What follows belongs to an exercise in optimizing a design on an open flow for small area, a short achievable clock period and few clock cycles per item; a production flow would make more cautious choices.
In this exercise RTL edits were held to simulation tests only and were not proved equivalent to the original.

==> flow/design.v <==
module rom (
	input  [2:0]  addr,
	output [15:0] q
);
	assign q = (addr == 3'd0) ? 16'ha062 : (addr == 3'd1) ? 16'h04ea :
	           (addr == 3'd2) ? 16'hdbba : (addr == 3'd3) ? 16'h4042 :
	           (addr == 3'd4) ? 16'hbfbe : (addr == 3'd5) ? 16'h2446 :
	           (addr == 3'd6) ? 16'hfb16 : 16'h5f9e;
endmodule
module cordic_core (
	input             clk, rst, en,
	input      [15:0] z,
	input      [15:0] q,
	output     [2:0]  addr,
	output reg        done,
	output     [15:0] x, y
);
	reg               busy;
	reg        [3:0]  m;       
	reg signed [15:0] xr, yr, zr;
	reg               inr;     
	reg               dn;      
	reg        [2:0]  kd;      
	reg        [3:0]  zs;      
	wire accept = en & ~busy;
	wire inr_v  = (zr[15:10] == 6'b000000) | (zr[15:10] == 6'b111111);
	function lt;
		input [15:0] a, c;
		integer i;
		begin
			lt = 1'b0;
			for (i = 0; i < 16; i = i + 1)
				if (c[i] ^ (i == 15))
					lt = ~(a[i] ^ (i == 15)) | lt;
				else
					lt = ~(a[i] ^ (i == 15)) & lt;
		end
	endfunction
	wire d0 = z[15];
	wire d1 = d0 ? lt(z, -16'sd12868) : lt(z, 16'sd12868);
	wire d2 = d0 ? (d1 ? lt(z, -16'sd20464) : lt(z, -16'sd5272))
	             : (d1 ? lt(z,  16'sd5272)  : lt(z,  16'sd20464));
	wire [15:0] x2 = (d1 == d0) ? (d0 ? 16'h136e : 16'h136f) : (d0 ? 16'h3a4c : 16'h3a4b);
	wire [15:0] y2 = d1 ? (d0 ? 16'hc5b5 : 16'h136f) : (d0 ? 16'hec91 : 16'h3a4b);
	wire signed [15:0] yc = yr ^ {16{~dn}};
	wire signed [15:0] xc = xr ^ {16{dn}};
	wire signed [15:0] yc2 = yc >>> 2;
	wire signed [15:0] xc2 = xc >>> 2;
	wire        [15:0] oy = yc2 >>> m;
	wire        [15:0] ox = xc2 >>> m;
	wire        [15:0] qa = ({16{zs[1]}} & 16'h07f5) | ({16{zs[2]}} & 16'h03ff);
	wire        [15:0] oz = zs[0] ? q : (qa ^ {16{~dn}});
	wire               cz = ~zs[0] & ~dn;
	wire        [16:0] sx = {xr, 1'b1} + {oy, ~dn};
	wire        [16:0] sy = {yr, 1'b1} + {ox, dn};
	wire        [16:0] sz = {zr, 1'b1} + {oz, cz};
	always @(posedge clk) begin
		if (accept) begin
			xr <= x2;
			yr <= y2;
			zr <= z;
			dn <= d2;
			m  <= 4'd0;
			zs <= 4'b0001;
		end else begin
			xr <= sx[16:1];
			yr <= sy[16:1];
			zr <= (|zs[2:0]) ? sz[16:1] : {zr[15], zr[13:0], 1'b0};
			m  <= m + 4'd1;
			zs <= {zs[2:0], 1'b0};
			if (|zs[2:0])
				dn <= sz[16];
			else if (zs[3] ? inr_v : inr)
				dn <= ~zr[9];
			else
				dn <= zr[15];
		end
		if (zs[3])
			inr <= inr_v;
		kd <= {d2, d1, d0};    
	end
	always @(posedge clk, posedge rst) begin
		if (rst) begin
			busy <= 1'b0;
			done <= 1'b0;
		end else begin
			busy <= accept | (busy & (m != 4'd12));
			done <= busy & (m == 4'd12);
		end
	end
	assign addr = kd;
	assign x = xr;
	assign y = yr;
endmodule
module cordic (
	input                clk, rst, en,
	output               done,
	input  signed [15:0] z,
	output signed [15:0] x, y
);
	wire [2:0]  rom_addr;
	wire [15:0] rom_data;
	cordic_core u_cordic_core (
		.clk(clk), .rst(rst), .en(en), .z(z),
		.addr(rom_addr), .q(rom_data),
		.done(done), .x(x), .y(y)
	);
	rom u_rom (.addr(rom_addr), .q(rom_data));
endmodule
==> flow/config.mk <==
export PLATFORM = sky130hd
export DESIGN_NAME = cordic
export DESIGN_NICKNAME = cordic
export VERILOG_FILES = /design/flow/design.v
export SDC_FILE = /design/flow/constraint.sdc
export NUM_CORES = 4
export LEC_CHECK = 0
export ABC_AREA = 1
export CAP_MARGIN = 20
export CORE_MARGIN = 2
export CORE_UTILIZATION = 60
export GPL_TIMING_DRIVEN = 1
export SETUP_SLACK_MARGIN = 2.7
export SLEW_MARGIN = 20
==> flow/constraint.sdc <==
create_clock -name core_clock -period 6.0 [get_ports {clk}]
set_input_delay 1.2000 -clock core_clock [delete_from_list [all_inputs] [get_ports {clk}]]
set_output_delay 1.2000 -clock core_clock [all_outputs]
set_load 0.01 [all_outputs]
standard.sh (not shown) runs the stock make flow with config.mk's settings and CLKGATE_MAP_FILE= SYNTH_SCRIPT=/design/flow/synth_recipe.tcl, a recipe that flattens the netlist after the stock synthesis.
==> flow/flow/run.sh <==
#!/bin/bash
# The standard layout (the standard.sh, standard synthesis unchanged),
# with the port buffers that global placement inserts made of the smallest
# buffer cell instead of the resizer's default pick. Every input and output
# port still gets its own buffer.
set -e
cp standard.sh standard.sh.log
export BUFFER_PORTS_ARGS="-buffer_cell sky130_fd_sc_hd__buf_1"
bash standard.sh > standard.log 2>&1
The first run ran to the end with no violations.
Testbench counts at the start, summed over its fixed seeds: cycles 33,600, items 2,400.
==> next run, changes <==
==> flow/flow/run.sh (replaced) <==
#!/bin/bash
# The standard layout (the standard.sh, standard synthesis unchanged),
# with two changes to how the layout is made:
# - the port buffers that global placement inserts are the smallest buffer
#   cell instead of the resizer's default pick (every input and output port
#   still gets its own buffer);
# - clock tree synthesis clusters the clock sinks into larger groups, so the
#   small register count is reached through fewer clock buffers.
set -e
cp standard.sh standard.sh.log
export BUFFER_PORTS_ARGS="-buffer_cell sky130_fd_sc_hd__buf_1"
export CTS_ARGS="-sink_clustering_enable -repair_clock_nets -sink_clustering_size 64 -sink_clustering_max_diameter 500 -sink_clustering_levels 1 -buf_list sky130_fd_sc_hd__clkbuf_8"
bash standard.sh > standard.log 2>&1
SETUP_SLACK_MARGIN = 2.8   (was 2.7)
The new run finished clean.
Via count is higher slightly.
Cell area goes up slightly.
Utilization grows by 1.4 points.
==> next run, changes <==
==> flow/flow/run.sh (replaced) <==
#!/bin/bash
# The standard layout (the standard.sh, standard synthesis unchanged),
# with the port buffers that global placement inserts made of the smallest
# buffer cell instead of the resizer's default pick. Every input and output
# port still gets its own buffer.
set -e
cp standard.sh standard.sh.log
export BUFFER_PORTS_ARGS="-buffer_cell sky130_fd_sc_hd__buf_1"
bash standard.sh > standard.log 2>&1
PLACE_DENSITY = 0.85   (was unset)
Worst setup slack gets better by 0.0089 ns.
Core utilization came out lower by 1.2 points.
Register-to-register slack stays flat.
Worst hold slack got worse by 0.0044 ns.
Routed wire length went down by 5.9%.
Clock-buffer cell count stays the same.
Design area falls by 1.7%.
Critical path depth drops by 2.
First-iteration DRC count drops by 2.5%.
==> next run, changes <==
PLACE_DENSITY = unset   (was 0.85)
SETUP_SLACK_MARGIN = 2.9   (was 2.8)
What happened: The new run finished with timing, DRC and antenna clean; utilization rises by 2.0 points; worst setup slack is better by 0.012 ns; final cell count rises by 1.0%; cell area rises by 2.9%; non-clock buffer count rises by 13; synthesized cell count is unchanged; fmax rises by 0.39%; die area stays the same; clock-buffer cell count stays the same.

==> re-timing with driven ports <==
Ports are ideal in the flow. The routed layouts listed here were re-timed in OpenROAD.
Step 1, drivers: a clkbuf_16 drives clk and a buf_2 each remaining input, both assumed.
Step 2 moves the port delays by t, midway between the first and last clock arrival at a register: inputs arrive t later, outputs are due t later. That takes back most of the time a late clock gives input paths.
Slacks: no drivers / after step 1 / after step 2; pairs: no drivers / after step 1.
| run | shift t [ns] | slack for setup (ns) | worst setup path after step 2 | slew at the worst register clock pin (ns) | worst data-port slew with drivers (ns) |
|---|---|---|---|---|---|
| the first run | 0.394 | 2.868 / 2.868 / 2.635 | input to register | 0.08 / 0.08 | 0.03 |
| the second run | 0.397 | 2.937 / 2.937 / 2.632 | input to register | 0.08 / 0.08 | 0.03 |
| the third run | 0.394 | 2.945 / 2.945 / 2.882 | input to register | 0.08 / 0.08 | 0.03 |
| the fourth run | 0.395 | 2.957 / 2.957 / 2.760 | input to register | 0.08 / 0.08 | 0.03 |
After both steps every run listed still meets setup and hold. For the second run, which loses most, drivers alone change the setup slack by 0.000 ns; drivers and shift together by -0.305 ns.
